What follows belongs to an exercise in optimizing a design on an open flow for small area; a production flow would make more cautious choices. The RTL was checked by simulation tests, not by an equivalence proof against the original design. The flow treats the clock pin as an ideal source. Dropping or thinning the clock tree relies on that and would not hold on a real chip. No activity file was given, so power comes from the tool's default toggle rates.

==> design.v <==
`timescale 1ns/1ps
module top(clk, por, master, slave, led, an, seg, reset, switch, resume);
    input clk, por, reset, switch, resume;
    input [6:0] slave;
    output reg [5:0] led;
    output reg [3:0] an;
    output reg [7:0] seg;
    output [9:0] master;
    assign master = 10'b0;
    localparam DB = 4;       
    localparam GB = 7;       
    reg [DB-1:0] q;
    reg [GB-DB-1:0] h;
    reg rst_op, rst_dl, sw_op, sw_dl, rs_op, rs_dl;
    reg [1:0] rst_c, sw_c, rs_c;
    wire e17 = &q;
    wire e22 = e17 & ~(|h);
    always @(posedge clk) begin
        if (por | rst_op) begin
            q <= {DB{1'b1}};
            h <= 0;
        end else begin
            q <= {q[DB-2:0], ~(q[DB-1] ^ q[DB-2]) ^ (&q[DB-2:0])};
            h <= h + e17;
        end
    end
    always @(posedge clk) begin
        if (por) begin
            rst_c <= 2'b00; sw_c <= 2'b00; rs_c <= 2'b00;
        end else if (e17) begin
            rst_c <= reset  ? {rst_c[1] | rst_c[0], ~rst_c[1]} : 2'b00;
            sw_c  <= switch ? {sw_c[1]  | sw_c[0],  ~sw_c[1]}  : 2'b00;
            rs_c  <= resume ? {rs_c[1]  | rs_c[0],  ~rs_c[1]}  : 2'b00;
        end
    end
    wire rst_db = rst_c[1] & ~rst_c[0];
    wire sw_db  = sw_c[1]  & ~sw_c[0];
    wire rs_db  = rs_c[1]  & ~rs_c[0];
    always @(posedge clk) begin
        if (por) begin
            rst_op <= 1'b0; rst_dl <= 1'b0;
            sw_op <= 1'b0; sw_dl <= 1'b0;
            rs_op <= 1'b0; rs_dl <= 1'b0;
        end else if (e22) begin
            rst_op <= rst_db & ~rst_dl; rst_dl <= rst_db;
            sw_op  <= sw_db  & ~sw_dl;  sw_dl  <= sw_db;
            rs_op  <= rs_db  & ~rs_dl;  rs_dl  <= rs_db;
        end
    end
    localparam [2:0] P_WAIT = 3'b000, P_HOLD = 3'b001, P_FIN = 3'b010;
    reg player;
    reg [3:0] t_a, t_b, o_a, o_b;    
    reg [1:0] r_a, r_b;
    reg [2:0] ph_a, ph_b;
    wire [6:0] z = ~slave;
    wire lo = z[0] | z[1] | z[2];
    wire hi = z[3] | z[4] | z[5] | z[6];
    wire lo2 = (z[0] & z[1]) | (z[0] & z[2]) | (z[1] & z[2]);
    wire hi2 = (z[3] & (z[4] | z[5] | z[6])) | (z[4] & (z[5] | z[6])) | (z[5] & z[6]);
    wire hit = (lo ^ hi) & ~lo2 & ~hi2;
    wire [1:0] dv = {z[6] | z[0] | z[3], z[5] | z[1] | z[3]};
    wire ten = (ph_a[1:0] == 2'b11);
    wire [1:0] sv = ph_a[1:0] + 2'd1;
    wire [4:0] od = {1'b0, o_a} - {3'b000, ten ? 2'b00 : sv};
    wire ob = od[4];                         
    wire [3:0] o_n = ob ? od[3:0] + 4'd10 : od[3:0];
    wire tdec = ten | ob;
    wire t0 = (t_a == 4'd0);
    wire bust = t0 & tdec;
    wire [3:0] t_n = t_a - {3'b000, tdec};
    wire fin = ten ? (t_a == 4'd1) & (o_a == 4'd0) : t0 & (o_a == {2'b00, sv});
    reg [3:0] n_t, n_o;
    reg [1:0] n_r;
    reg [2:0] n_ph;
    always @(*) begin
        n_t = t_a; n_o = o_a; n_r = r_a; n_ph = ph_a;
        if (ph_a[2]) begin
            if (!bust) begin n_t = t_n; n_o = o_n; end
            if (fin) n_ph = P_FIN;
            else begin
                n_ph = P_HOLD;
                n_r = r_a - 1'b1;
            end
        end else begin
            case (ph_a[1:0])
                2'b00: if (hit) n_ph = {1'b1, dv};
                2'b01: begin
                    if (r_a == 2'd0) begin
                        if (sw_op) begin n_ph = P_WAIT; n_r = 2'd3; end
                    end else if (rs_op) n_ph = P_WAIT;
                end
                default: n_r = 2'd3;
            endcase
        end
    end
    always @(posedge clk) begin
        if (por) begin
            player <= 1'b1;
            t_a <= 4'd10; o_a <= 4'd1; r_a <= 2'd3; ph_a <= P_WAIT;
            t_b <= 4'd10; o_b <= 4'd1; r_b <= 2'd3; ph_b <= P_WAIT;
        end else if (e22) begin
            if (rst_op) begin
                player <= 1'b1;
                t_a <= 4'd10; o_a <= 4'd1; r_a <= 2'd3; ph_a <= P_WAIT;
                t_b <= 4'd10; o_b <= 4'd1; r_b <= 2'd3; ph_b <= P_WAIT;
            end else if (sw_op) begin
                player <= ~player;
                t_a <= t_b; o_a <= o_b; r_a <= r_b; ph_a <= ph_b;
                t_b <= n_t; o_b <= n_o; r_b <= n_r; ph_b <= n_ph;
            end else begin
                t_a <= n_t; o_a <= n_o; r_a <= n_r; ph_a <= n_ph;
            end
        end
    end
    wire [2:0] lt = {r_a[1] & r_a[0], r_a[1], r_a[1] | r_a[0]};
    always @(*) led = player ? {3'b000, lt} : {lt, 3'b000};
    wire [1:0] count = {h[1], h[0] | (rst_op & e22)};
    wire zero = (t_a == 4'd0) & (o_a == 4'd0);
    wire hun = t_a[3] & t_a[1];      
    function [7:0] digit;
        input [3:0] d;
        begin
            digit[7] = (~d[3] & ~d[2] & ~d[1] & d[0]) | (d[2] & ~d[1] & ~d[0]);
            digit[6] = (d[2] & d[1] & ~d[0]) | (d[2] & ~d[1] & d[0]);
            digit[5] = ~d[3] & ~d[2] & d[1] & ~d[0];
            digit[4] = (d[2] & ~d[1] & ~d[0]) | (~d[3] & ~d[2] & ~d[1] & d[0]) | (d[2] & d[1] & d[0]);
            digit[3] = (d[2] & ~d[1]) | d[0];
            digit[2] = (d[1] & d[0]) | (~d[3] & ~d[2] & d[0]) | (~d[3] & ~d[2] & d[1]);
            digit[1] = (~d[3] & ~d[2] & ~d[1]) | (d[3] & d[1]) | (d[2] & d[1] & d[0]);
            digit[0] = 1'b1;
        end
    endfunction
    wire [3:0] dsel = count[0] ? t_a : o_a;
    wire [7:0] dpat = digit(dsel);
    always @(*) begin
        case (count)
            2'b00: begin
                seg = zero ? 8'b11110101 : dpat;
                an = 4'b1110;
            end
            2'b01: begin
                if (zero) seg = 8'b11110011;
                else if (t_a == 4'd0) seg = 8'b11111111;
                else seg = dpat;
                an = 4'b1101;
            end
            2'b10: begin
                seg = zero ? 8'b11100101 : (hun ? 8'b10011111 : 8'b11111111);
                an = 4'b1011;
            end
            default: begin
                seg = 8'b11111111;
                an = 4'b0111;
            end
        endcase
    end
endmodule
==> flow/run.sh <==
#!/bin/bash
set -euo pipefail
H=$(pwd)
sed "s#SYNTH_SCRIPT=[^ ]*#SYNTH_SCRIPT=$H/flow/synth.tcl#" standard.sh > my_standard.sh
export MY_ABC_SCRIPT=$H/flow/area.abc
export ABC_SEEDS="1 2 3 4 5 6 7 8"
export POST_CTS_TCL=$H/flow/post_cts.tcl
bash my_standard.sh ADDER_MAP_FILE= SKIP_REPAIR_TIE_FANOUT=1 SYNTH_OPERATIONS_ARGS=-nofsm \
  "BUFFER_PORTS_ARGS=-buffer_cell sky130_fd_sc_hd__buf_1" \
  "CTS_ARGS=-sink_clustering_enable -repair_clock_nets -dont_use_dummy_load" \
  finish > make.log 2>&1
==> flow/area.abc <==
&get -n
&deepsyn -T 30 -S @SEED@
&put
&get -n
&dch -f
&nf -R 1000 -F 8 -A 8 -C 32
&put
==> flow/post_cts.tcl <==
set block [ord::get_db_block]
set clk_net [$block findNet clk]
proc out_net {inst} {
  foreach it [$inst getITerms] {
    if {[$it isOutputSignal]} { return [$it getNet] }
  }
  return NULL
}
proc is_clkbuf {inst} {
  return [string match "sky130_fd_sc_hd__clkbuf_*" [[$inst getMaster] getName]]
}
set roots {}
foreach it [$clk_net getITerms] {
  if {[$it isInputSignal]} { lappend roots $it }
}
if {[llength $roots] == 1 && [is_clkbuf [[lindex $roots 0] getInst]]} {
  set root [[lindex $roots 0] getInst]
  set rnet [out_net $root]
  set loads {}
  set all_bufs 1
  foreach it [$rnet getITerms] {
    if {![$it isInputSignal]} { continue }
    lappend loads $it
    if {![is_clkbuf [$it getInst]]} { set all_bufs 0 }
  }
  if {$all_bufs && [llength $loads] <= 4} {
    puts "post_cts: removing root buffer [$root getName], [llength $loads] buffers now on the clock port"
    foreach it $loads {
      $it disconnect
      $it connect $clk_net
    }
    [lindex $roots 0] disconnect
    odb::dbInst_destroy $root
    odb::dbNet_destroy $rnet
  }
}
foreach inst [$block getInsts] {
  if {![is_clkbuf $inst]} { continue }
  set out [out_net $inst]
  if {$out eq "NULL" || [$out getSigType] ne "CLOCK"} { continue }
  set fo 0
  foreach it [$out getITerms] { if {[$it isInputSignal]} { incr fo } }
  set m [[$inst getMaster] getName]
  if {$fo <= 12} { set new sky130_fd_sc_hd__clkbuf_4 } else { set new sky130_fd_sc_hd__clkbuf_8 }
  puts "post_cts: [$inst getName] $m fanout $fo -> $new"
  if {$new ne $m} { replace_cell [$inst getName] $new }
}
detailed_placement
check_placement -verbose
estimate_parasitics -placement
==> flow/synth.tcl <==
# synth_recipe.tcl, except that the combinational logic is mapped by the ABC
# script flow/area.abc, run once for each deepsyn seed in ABC_SEEDS; the
# smallest result is kept. Registers are mapped before ABC runs and ABC
# does not see them, so they are exactly those of the standard synthesis.
set ::my_abc_script $::env(MY_ABC_SCRIPT)
set ::my_seeds $::env(ABC_SEEDS)
proc synth {args} { yosys synth -nofsm -noshare {*}$args }
proc abc {args} {
  set i [lsearch -exact $args -script]
  set libs {}
  foreach lib $::env(LIB_FILES) { lappend libs -liberty $lib }
  yosys design -save pre_abc
  set best_area {}
  set best_seed {}
  foreach seed $::my_seeds {
    yosys design -load pre_abc
    set f [open $::my_abc_script r]
    set body [string map [list @SEED@ $seed] [read $f]]
    close $f
    set scr $::env(OBJECTS_DIR)/area_$seed.abc
    set f [open $scr w]
    puts $f $body
    close $f
    set a $args
    if {$i >= 0} { lset a [expr {$i + 1}] $scr }
    yosys abc {*}$a
    yosys tee -q -o $::env(OBJECTS_DIR)/area_$seed.txt stat {*}$libs
    set f [open $::env(OBJECTS_DIR)/area_$seed.txt r]
    regexp {Chip area for module[^:]*:\s*([0-9.eE+]+)} [read $f] -> area
    close $f
    puts "ABC seed $seed: area $area"
    if {$best_area eq {} || $area < $best_area} {
      set best_area $area
      set best_seed $seed
      yosys design -save best_abc
    }
  }
  puts "ABC best seed $best_seed: area $best_area"
  yosys design -load best_abc
}
source $::env(SCRIPTS_DIR)/synth.tcl
# left out here: clear keep_hierarchy, flatten, clean up, hide names made inside functions, write 1_2_yosys.v
==> standard.sh <==
#!/bin/bash
# synth_recipe.tcl (not shown) runs the flow's synth.tcl, then flattens the netlist and writes it again
# the make line also repeats each setting of config.mk as NAME=value (left out here)
make -C /OpenROAD-flow-scripts/flow DESIGN_CONFIG=/design/flow/config.mk WORK_HOME=/design/flow/orfs CLKGATE_MAP_FILE= SYNTH_SCRIPT=/design/flow/synth_recipe.tcl "${@:-finish}"
==> config.mk <==
export PLATFORM = sky130hd
export DESIGN_NAME = top
export DESIGN_NICKNAME = top
export VERILOG_FILES = /design/flow/design.v
export SDC_FILE = /design/flow/constraint.sdc
export NUM_CORES = 4
export LEC_CHECK = 0
export ABC_AREA = 1
export CAP_MARGIN = 20
export CORE_MARGIN = 2
export CORE_UTILIZATION = 40
export GPL_TIMING_DRIVEN = 0
export SLEW_MARGIN = 20
==> constraint.sdc <==
create_clock -name core_clock -period 11.0 [get_ports {clk}]
set_input_delay 2.2000 -clock core_clock [delete_from_list [all_inputs] [get_ports {clk}]]
set_output_delay 2.2000 -clock core_clock [all_outputs]
set_load 0.01 [all_outputs]
==> notes.md, run 1 <==
- Status: complete, no violations
- Vias/cell: 5.324
- Share of cells above drive strength 1: between 5 and 6%
- Die Width: between 70 and 80 um
- Reg2reg setup slack: about 7.8 ns
- Max Fclk: around 180 MHz
- First-pass GRT wire length: approximately 8.4 mm
- Max_cap viols: 0
- Slowest-stage cell, CP: nor4_1
- Most common cell in the netlist: dfxtp_1
- I/O pins: 40
- WP data required: between 8 and 9 ns
- Final slew viol count: 0
- Post-route ant nets: 0
- Post-synth EDFFs: 0
- Gate Count Post-Synth: between 200 and 300
- HPWL after DPL: 3.403 mm
- IO buf count: 28
- Leakage: slightly below 0.0009 uW
- RSZ-0062 raised after global routing: false
- Critical Path End Type: primary output
- Crit path max-delay family: simple AND/OR/NAND/NOR gates
- Largest stage delay, worst path: a little over 0.7 ns
- Synth-to-layout area growth: 10.64%
- Leading area contributor after synthesis: dfxtp_1
- Floorplan die area: 6108 sq um
- Grt total ovfl: 0
- Vias in the first global route: around 1800
- Total Nets Final: approximately 330
- Core Area: ~5200 sq um
- Synth top cells by count: 46 x dfxtp_1, 42 x nand2_1, 36 x o21ai_0
- Die H: roughly 78 um
- Routed len/inst: 12.48 um
- Post-Layout Cell Count: about 380
- Fin util: a little under half
- Area of the mapped netlist: ~2200 sq um
- Gpl congestion: between 0.7 and 0.8
- 1st-iter DRT viols: around 160
- Sequential share of the synthesized area: 41.87%
- CTS sink count: 46
- Worst path bufs/invs: 1
- Tot GR Track Use: roughly 17%
- Synth Warn #: 1
- Critical path, cell by cell: nand2_1, nand2_1, nand3_1, nor4_1, a21o_1, mux2i_1, and2_0, o211ai_1, nand3_1, nand2_1, nand3_1, nor3_1, a21oi_1, buf_1
- Worst-Margin Slew: around 1 ns
- Net Count, Synth: between 200 and 300
- Via count: about 2000
- DRT Pass-1 Iters: 4
- Fin. Hold Viols: 0
- Final WL: roughly 4.8 mm
- Ant diodes: 0
- Placed cells: between 300 and 400
- Setup CP Type: flip-flop to primary output
- Clock latency (worst-skew pair): 0.18 ns
- Async S/R FF share, synth: 0%
- Skew final: roughly 0.030 ns
- Rel. slew slack: around a third
- Startpoint types: flip-flop
- Largest net degree at the start of global routing: 17
- Post-synth top flop: dfxtp_1
- Synth unique cells: 37
- Rows: 26
- Post-synth top area share: 41.87%
- Worst vdd ir: a little under 0.00007 V
- Post-route DRC violation count: 0
- Antenna violations before repair: 0
- Crit path DAT: ~3.4 ns
- Crit path max fanout: 9
- Filler cells: 540
- Area contributors post-synth: dfxtp_1 42%, o21ai_0 8.2%, nand2_1 7.2%, nor2_1 6.0%, a21oi_1 4.1%
- Setup TNS: 0 ns
- Hold Crit Class: flip-flop to flip-flop
- Final setup fails: 0
- Seq cells post-synth: 46
- Part of the cycle the worst path needs: between 50% and 60%
- Clk slew on worst S/H paths: around 0.12 ns
- Starting Density: around 42%
- Syn Area/Cell: approximately 7.8 sq um
- PD cells: around 150 nW/um^2
- Period minus WS final: between 5 and 6 ns
routing by layer:
metal  GRT usage [%]  up-vias  wire (um)
met1           22.82      912       2451
met3           3.678        5        247
met5               0        -          0
met4           6.667        0         46
met2           25.69       61       2032
li1                -     1061          -
layout by cell type (no fill, tap or decap), types with 3 or more instances in the layout:
master / synthesis / routed
dfxtp_1: 46 / 46
nand2_1: 42 / 42
o21ai_0: 36 / 35
nor2_1: 35 / 33
buf_1: 0 / 28
a21oi_1: 18 / 18
buf_4: 11 / 11
nand3_1: 7 / 7
clkinv_1: 6 / 6
and2_0: 6 / 6
nand2b_1: 6 / 6
o22ai_1: 6 / 6
nor3_1: 5 / 5
or3_1: 5 / 5
mux2i_1: 4 / 4
xnor2_1: 4 / 4
a22oi_1: 4 / 4
nor4_1: 3 / 3
nor2b_1: 3 / 3
nand3b_1: 3 / 3
a31oi_1: 3 / 3
xor2_1: 3 / 3
a222oi_1: 3 / 3
a22o_1: 3 / 3
clkbuf_4: 0 / 3
registers in the layout, indices dropped and copies added (netlist names):
name and cells:
h 3, o_a 4, o_b 4, ph_a 3
ph_b 3, player 1, q 4, r_a 2
r_b 2, rs_c 2, rs_dl 1, rs_op 1
rst_c 2, rst_dl 1, rst_op 1, sw_c 2
sw_dl 1, sw_op 1, t_a 4, t_b 4
final timing paths:
check,endpoint,cells past startpoint,from
worst max-delay path,seg[2],14,q[0]
worst min-delay path,sw_op,1,sw_dl
worst min register to register,sw_op,1,sw_dl
worst max register to register,o_a[1],9,q[0]
where the power goes:
group | leakage [uW] | internal (uW) | switching, uW
Combinational | 0.000488 | 41.4 | 72.7
Clock | 0.0000210 | 21.5 | 42.2
Sequential | 0.000373 | 177 | 11.7
Total | 0.000882 | 240 | 127
cell type report:
class                   count  area, sq um  area share (%)
plain buffers              11        82.58           3.393
inverters                   6        22.52          0.9255
repair buffers             28        105.1           4.319
multi-input cells         218         1179           48.43
well taps                  70        87.58           3.599
flip-flops and latches     46        920.9           37.84
clock buffers               4        36.28           1.491
metrics by stage:
stage | total power, uW | hold slack (ns) | setup slack [ns] | area, sq um
6_report | 366.1 | 0.4463 | 5.369 | 2434
5_1_grt | 393.8 | 0.4594 | 4.875 | 2434
3_5_place_dp | 305.3 | 0.4295 | 5.647 | 2392
3_3_place_gp | 305.1 | 0.4168 | 5.673 | 2392
2_1_floorplan | 271.6 | 0.4143 | 6.071 | 2200
cells by family after synthesis:
family                     share of synthesized area, %
DFF                                               41.87
and+or+nand+nor                                   24.63
AOI/OAI and AO/OA                                 23.32
buffers and inverters                             4.778
other                                            0.3414
xor gates and xnor gates                          2.787
muxes                                             1.820
adders and majority gates                        0.4551
==> run 2: changes to the inputs <==
--- a/design.v
+++ b/design.v
@@ -79,7 +79,7 @@
             if (fin) n_ph = P_FIN;
             else begin
                 n_ph = P_HOLD;
-                n_r = r_a - 1'b1;
+                n_r = {r_a[1] & r_a[0], ~r_a[0]};    
             end
         end else begin
             case (ph_a[1:0])
--- a/config.mk
+++ b/config.mk
@@ -9,5 +9,4 @@
 export CAP_MARGIN = 20
 export CORE_MARGIN = 2
 export CORE_UTILIZATION = 40
-export GPL_TIMING_DRIVEN = 0
 export SLEW_MARGIN = 20
==> run 2 against run 1 <==
- critical endpoint is now seg[5]
- still clean
- via count unchanged
- largest power group unchanged
- power is 2.3% lower
- clock skew is 0.0024 ns lower
- fmax grew 8.9%
- largest cell class unchanged
- clock power rose by 6.6%
- register-to-register slack better by 0.32 ns
- combinational power fell by 9.6%
- sequential share of layout area grew 1.1 points
- setup slack better by 0.46 ns
==> notes.md, run 2 <==
- Tot GR Track Use: 17.30% (+0.57 points)
- Crit path max-delay family: simple AND/OR/NAND/NOR gates
- Vias in the first global route: 1799 (-2.2%)
- Max Fclk: 193.4 MHz (+8.9%)
- Floorplan die area: 6105 sq um (about the same)
- Vias/cell: 5.394 (+1.3%)
- Leakage: 0.0008412 uW (-4.7%)
- Most common cell in the netlist: dfxtp_1
- Worst path bufs/invs: 2 (+1)
- Hold Crit Depth: 2 (+1)
- PD cells: 151.2 nW/um^2 (+0.52%)
- Final setup margin: 5.829 ns (+0.4593 ns)
- Async S/R FF share, synth: 0% (unchanged)
- First-pass GRT wire length: 8.645 mm (+3.4%)
- Most common cell after layout, fill and taps aside: dfxtp_1
- Final setup fails: 0 (unchanged)
- Crit path DAT: 2.97 ns (-0.46 ns)
- Largest stage delay, worst path: 0.64 ns (-0.08 ns)
- Startpoint types: flip-flop
- Gpl congestion: 0.7741 (+1.9%)
- Crit path max fanout: 8 (-1)
- Hold Slack: 0.4400 ns (-0.006311 ns)
- Dpl ws: 6.032 ns (+0.3844 ns)
- Most used cell, CP: nand2_1
- Routed len/inst: 13.32 um (+6.8%)
- Starting Density: 42.24% (about the same)
- Filler cells: 533 (-1.3%)
- Critical path, cell by cell: nand2_1, nand2_1, nand3_1, nor4_1, a21o_1, mux2i_1, clkinv_1, o21ai_0, nand2_1, nand2_1, nand2_1, nand3_1, o21ai_0, buf_1
- WP data required: 8.80 ns (about the same)
- Final WL: 5.034 mm (+5.4%)
- Share of cells above drive strength 1: 1.948% (-3.5 points)
- Antenna violations before repair: 0 (unchanged)
- R2R Path Start: q[0]
- Setup CP Type: flip-flop to primary output
- Gate Count Post-Synth: 285 (+1.4%)
- Die Width: 78.14 um (about the same)
- Synth Warn #: 1 (unchanged)
- Reg2reg path depth: 9 (unchanged)
- Synth top cells by count: 46 x dfxtp_1, 45 x nand2_1, 36 x o21ai_0
- 1st-iter DRT viols: 143 (-13%)
- Final slew viol count: 0 (unchanged)
- Worst reg2reg endpoint: r_a[1]
- Grt total ovfl: 0 (unchanged)
- Rel. slew slack: 45.74% (+12 points)
- Worst vdd ir: 0.00006838 V (+1.4%)
- Period minus WS final: 5.171 ns (-0.4593 ns)
- HPWL after DPL: 3.608 mm (+6.0%)
- Reg2reg setup slack: 8.08 ns (+0.32 ns)
- Hold Crit Class: flip-flop to flip-flop
- Seq cells post-synth: 46 (unchanged)
- Fin. Hold Viols: 0 (unchanged)
- Rows: 26 (unchanged)
- Via count: 2039 (unchanged)
- Status: complete, no violations
- Net Count, Synth: 297 (+1.4%)
- Synth unique cells: 36 (-2.7%)
- Commonest non-fill, non-tap cells in the layout: 46 x dfxtp_1, 45 x nand2_1, 36 x o21ai_0
- I/O pins: 40 (unchanged)
- Sequential share of the synthesized area: 41.89% (about the same)
- Largest net degree at the start of global routing: 20 (+3)
- Area contributors post-synth: dfxtp_1 42%, o21ai_0 8.2%, nand2_1 7.7%, nor2_1 6.0%, a21oi_1 4.8%
- Skew final: 0.02725 ns (-0.002357 ns)
- Min-Delay Endpoint: sw_dl
- Total Nets Final: 322 (-1.5%)
- Post-synth top area share: 41.89% (about the same)
- Post-synth top flop: dfxtp_1
- Post-route DRC violation count: 0 (unchanged)
- Setup TNS: 0 ns (unchanged)
- DRT Pass-1 Iters: 4 (unchanged)
- CTS sink count: 46 (unchanged)
- Clk slew on worst S/H paths: 0.08 ns (-0.04 ns)
- Worst-Margin Slew: 0.8065 ns (-0.1751 ns)
- Clock latency (worst-skew pair): 0.17 ns (about the same)
- Part of the cycle the worst path needs: 47.01% (-4.2 points)
- Critical Path End Type: primary output
- IO buf count: 28 (unchanged)
- Slowest-stage cell, CP: nor4_1
- Leading area contributor after synthesis: dfxtp_1
- Post-route ant nets: 0 (unchanged)
- Die H: 78.14 um (about the same)
- Hold_sp: sw_dl
- Area of the mapped netlist: 2198 sq um (about the same)
- Core Area: 5205 sq um (unchanged)
- Post-synth EDFFs: 0 (unchanged)
- RSZ-0062 raised after global routing: false
- Ant diodes: 0 (unchanged)
- Syn Area/Cell: 7.714 sq um (-1.5%)
- Max_cap viols: 0 (unchanged)
- Synth-to-layout area growth: 7.627%
[run 2: cell count changes after synthesis, sizes merged, moves of 2 or more]
cell	previous run	this run
o22a	2	0
a22o	3	5
a222oi	3	5
a22oi	4	2
mux2i	4	2
and2	6	4
or2	2	4
nand2b	6	4
nand2	42	45
clkinv	6	9
o32ai	0	2
a21oi	18	21
nand4	0	2
[run 2: worst max-delay path by stage]
stage / end / depth (start not counted) / from
2_1_floorplan: seg[5] / 13 / q[0]
3_3_place_gp: seg[5] / 14 / q[0]
3_5_place_dp: seg[5] / 14 / q[0]
5_1_grt: seg[5] / 14 / q[1]
6_report: seg[5] / 14 / q[0]
[run 2: per-layer routing]
layer	track usage [%]	vias to the layer above	part of all wire (%)
met4	4.386	0	0.91
met1	24.59	917	51
li1	-	1059	-
met3	3.563	4	4.6
met5	0	-	0
met2	26.81	59	43
[run 2: kinds of logic after synthesis]
group           after synthesis  synth area share, %
xor+xnor                      6                2.391
simple gates                122                25.04
mux                           2               0.9107
flops                        46                41.89
buf+inv                      20                5.293
other cells                   2               0.3416
compound gates               87                24.13
[run 2: power breakdown]
| group | leakage [uW] | switching, uW | internal [uW] | total [uW] |
|---|---|---|---|---|
| clock | 0.0000236 | 42.4 | 25.5 | 67.9 |
| combinational | 0.000444 | 68.9 | 33.8 | 103 |
| sequential | 0.000373 | 10.9 | 176 | 187 |
| total | 0.000841 | 122 | 236 | 358 |
[run 2: final cells by class]
class	instances	area, sq um	area share, %
clock buffers	4	42.54	1.798
inverters	9	33.78	1.428
multi-input cells	219	1161	49.07
flip-flops and latches	46	920.9	38.92
well taps	70	87.58	3.702
repair buffers	30	120.1	5.077
[run 2: worst min-delay path: stages (launching register included)]
cell and delay (ns):
dfxtp_1 0.31, nand2_1 0.05, nand2_1 0.04
[run 2: metrics by stage]
| stage | cells | power, uW | instance area (sq um) | utilization (%) |
|---|---|---|---|---|
| floorplan | 285 | 260.6 | 2198 | - |
| global placement | 374 | 292.1 | 2323 | 44.64 |
| detailed placement | 374 | 293.6 | 2323 | 44.64 |
| global route | 378 | 380.5 | 2366 | 45.46 |
| finish | 378 | 357.8 | 2366 | 45.46 |
==> run 3: changes to the inputs <==
--- a/design.v
+++ b/design.v
@@ -79,7 +79,7 @@
             if (fin) n_ph = P_FIN;
             else begin
                 n_ph = P_HOLD;
-                n_r = {r_a[1] & r_a[0], ~r_a[0]};    
+                n_r = r_a - 1'b1;
             end
         end else begin
             case (ph_a[1:0])
--- a/flow/run.sh
+++ b/flow/run.sh
@@ -3,7 +3,7 @@
 H=$(pwd)
 sed "s#SYNTH_SCRIPT=[^ ]*#SYNTH_SCRIPT=$H/flow/synth.tcl#" standard.sh > my_standard.sh
 export MY_ABC_SCRIPT=$H/flow/area.abc
-export ABC_SEEDS="1 2 3 4 5 6 7 8"
+export ABC_SEEDS="1 2 3 4 5 6 7 8 9 10 11 12 13 14 15 16"
 export POST_CTS_TCL=$H/flow/post_cts.tcl
 bash my_standard.sh ADDER_MAP_FILE= SKIP_REPAIR_TIE_FANOUT=1 SYNTH_OPERATIONS_ARGS=-nofsm \
   "BUFFER_PORTS_ARGS=-buffer_cell sky130_fd_sc_hd__buf_1" \
==> run 3 against run 2 <==
- sequential power about the same
- core utilization decreased by 0.29 points
- combinational power increased by 9%
- final cell count down 1.6%
- die area about the same
- still clean
- sequential cell count stayed put
- critical path type unchanged
- largest power group unchanged
- critical path depth unchanged
- design area down 0.63%
- area after synthesis about the same
- global-route usage decreased by 0.78 points
==> notes.md, run 3 <==
- Gpl congestion: 0.7799 (+0.75%)
- Comb power frac: 30.7% (+2.0 points)
- Period minus WS final: 5.562 ns (+0.3903 ns)
- Switching Power: 126.6 uW (+3.5%)
- Post-route DRC violation count: 0 (unchanged)
- Critical Path End Type: primary output
- Syn Area/Cell: 7.828 sq um (+1.5%)
- Crit path max fanout: 9 (+1)
- Seq cells post-synth: 46 (unchanged)
- Leakage: 0.0008236 uW (-2.1%)
- RSZ-0062 raised after global routing: false
- Post-Layout Cell Count: 372 (-1.6%)
- Post-synth top area share: 41.87% (about the same)
- First-pass GRT wire length: 8.307 mm (-3.9%)
- CTS sink count: 46 (unchanged)
- Most common cell after layout, fill and taps aside: dfxtp_1
- Via count: 1977 (-3.0%)
- Area of the mapped netlist: 2200 sq um (about the same)
- Max Fclk: 179.8 MHz (-7.0%)
- Sequential share of the synthesized area: 41.87% (about the same)
- Status: complete, no violations
- Dpl ws: 5.738 ns (-0.2943 ns)
- Hold Slack: 0.4274 ns (-0.01258 ns)
- I/O pins: 40 (unchanged)
- Worst-Margin Slew: 0.9733 ns (+0.1668 ns)
- Clk slew on worst S/H paths: 0.12 ns (+0.04 ns)
- Critical path, cell by cell: nand2_1, nand2_1, nand3_1, nor4_1, a21o_1, mux2i_1, and2_0, o211ai_1, nand3_1, nand2_1, nand3_1, nor3_1, a21oi_1, buf_1
- Rel. slew slack: 34.52% (-11 points)
- Core Area: 5205 sq um (unchanged)
- Power Internal: 237.1 uW (+0.64%)
- Placed cells: 368 (-1.6%)
- Post-route ant nets: 0 (unchanged)
- Worst vdd ir: 0.00009139 V (+34%)
- Final setup margin: 5.438 ns (-0.3903 ns)
- Fin util: 45.17% (-0.29 points)
- Gate Count Post-Synth: 281 (-1.4%)
- Clock latency (worst-skew pair): 0.17 ns (about the same)
- Crit path DAT: 3.36 ns (+0.39 ns)
- Grt total ovfl: 0 (unchanged)
- Synth Warn #: 1 (unchanged)
- Net Count, Synth: 293 (-1.3%)
- Sequential Power Share: 51.8% (-0.5 points)
- Setup TNS: 0 ns (unchanged)
- Max_cap viols: 0 (unchanged)
- Part of the power in the clock network: 17.5% (-1.5 points)
- HPWL after DPL: 3.369 mm (-6.6%)
- DRT Pass-1 Iters: 4 (unchanged)
- Setup CP Type: flip-flop to primary output
- Synth unique cells: 37 (+2.8%)
- Largest stage delay, worst path: 0.68 ns (+0.04 ns)
- 1st-iter DRT viols: 150 (+4.9%)
- Routed len/inst: 12.87 um (-3.4%)
- IO buf count: 28 (unchanged)
- Fin. Hold Viols: 0 (unchanged)
- Rows: 26 (unchanged)
- Area contributors post-synth: dfxtp_1 42%, o21ai_0 8.2%, nand2_1 7.2%, nor2_1 6.0%, a21oi_1 4.1%
- Skew final: 0.02297 ns (-0.004277 ns)
- Die H: 78.16 um (about the same)
- Total Nets Final: 316 (-1.9%)
- Final setup fails: 0 (unchanged)
- Final WL: 4.786 mm (-4.9%)
- Post-synth EDFFs: 0 (unchanged)
- Largest net degree at the start of global routing: 17 (-15%)
- Post-synth top flop: dfxtp_1
- Starting Density: 42.26% (about the same)
- Vias in the first global route: 1755 (-2.4%)
- PD cells: 154.7 nW/um^2 (+2.3%)
- Leading area contributor after synthesis: dfxtp_1
- Async S/R FF share, synth: 0% (unchanged)
- Tot GR Track Use: 16.51% (-0.78 points)
- Startpoint types: flip-flop
- Sw Ratio: 34.81% (+0.64 points)
- Filler cells: 557 (+4.5%)
- Most common cell in the netlist: dfxtp_1
- Synth top cells by count: 46 x dfxtp_1, 42 x nand2_1, 36 x o21ai_0
- Antenna violations before repair: 0 (unchanged)
- Die Width: 78.16 um (about the same)
- WP data required: 8.80 ns (about the same)
- Commonest non-fill, non-tap cells in the layout: 46 x dfxtp_1, 42 x nand2_1, 35 x o21ai_0
- Ant diodes: 0 (unchanged)
- Final slew viol count: 0 (unchanged)
- Slowest-stage cell, CP: nor4_1
- Synth-to-layout area growth: 6.883%
- Vias/cell: 5.315 (-1.5%)
- Hold Crit Class: flip-flop to flip-flop
- Part of the cycle the worst path needs: 50.56% (+3.5 points)
- Floorplan die area: 6108 sq um (about the same)
- Share of cells above drive strength 1: 1.987% (+0.039 points)
## run 3: final cells by class
class / count / area, sq um / area share [%]
Multi-Input combinational cell: 218 / 1179 / 50.13
Sequential cell: 46 / 920.9 / 39.17
Timing Repair Buffer: 28 / 105.1 / 4.470
Tap cell: 70 / 87.58 / 3.725
Clock buffer: 4 / 36.28 / 1.543
Inverter: 6 / 22.52 / 0.9580
## run 3: final timing paths
kind                              from     end  slack (ns)  depth (start not counted)
worst min-delay path            rst_dl  rst_op        0.43                          1
worst max register to register    q[0]  o_a[3]        7.81                          9
worst max-delay path              q[0]  seg[2]        5.44                         14
worst min register to register  rst_dl  rst_op        0.43                          1
## run 3: critical path: cells and delay by family (launching register included)
kind	cells	cell delay, ns
simple gates	9	1.66
compound gates	3	0.63
mux	1	0.38
flops	1	0.35
buf+inv	1	0.16
## run 3: metal layers
metal | GRT usage (%) | up-vias | routed length (um) | part of all wire, %
met5 | 0 | - | 0 | 0
met2 | 24.48 | 41 | 1935 | 40
met4 | 5.263 | 0 | 78 | 1.6
met3 | 3.103 | 6 | 193 | 4.0
li1 | - | 1035 | - | -
met1 | 24.17 | 895 | 2580 | 54
## run 3: cell families after synthesis
group | after synthesis | share of synthesized area (%)
simple gates | 119 | 24.63
xor+xnor | 7 | 2.787
flops | 46 | 41.87
buf+inv | 17 | 4.778
other cells | 2 | 0.3414
mux | 4 | 1.820
fa+ha+maj | 1 | 0.4551
compound gates | 85 | 23.32
## run 3: per-stage QoR
stage               power [uW]  instance area, sq um
floorplan                271.6                  2200
global placement         302.5                  2310
detailed placement       302.7                  2310
global route             389.5                  2351
finish                   363.7                  2351
## run 3: power groups by stage
stage	registers [uW]	logic [uW]	clock network (uW)
6_report	188	112	63.8
5_1_grt	191	127	72.0
3_5_place_dp	192	111	0
3_3_place_gp	192	111	0
2_1_floorplan	189	82.6	0

re-timing with driven ports:
No port has a modelled driver above. Below, the same layouts with a new extraction and two added sets of constraints. Step 1 assumes that a clkbuf_16 drives the clock port and a buf_2 every other input. Step 2 times the ports against the registers' clock, not the clock port: input delays grow and output delays shrink by t, the midpoint of the rising clock arrivals with the driver on. Slacks: no drivers / after step 1 / after step 2; pairs: no drivers / after step 1.
| run | t (ns) | setup slack, ns | clock arrival spread, ns | worst slew at a driven data input, ns |
|---|---|---|---|---|
| run 1 | 0.206 | 5.369 / 5.323 / 5.529 | 0.030 / 0.030 | 0.03 |
| run 2 | 0.204 | 5.829 / 5.780 / 5.984 | 0.027 / 0.027 | 0.03 |
| run 3 | 0.208 | 5.438 / 5.392 / 5.599 | 0.023 / 0.023 | 0.03 |
After both steps every run listed still meets setup and hold.
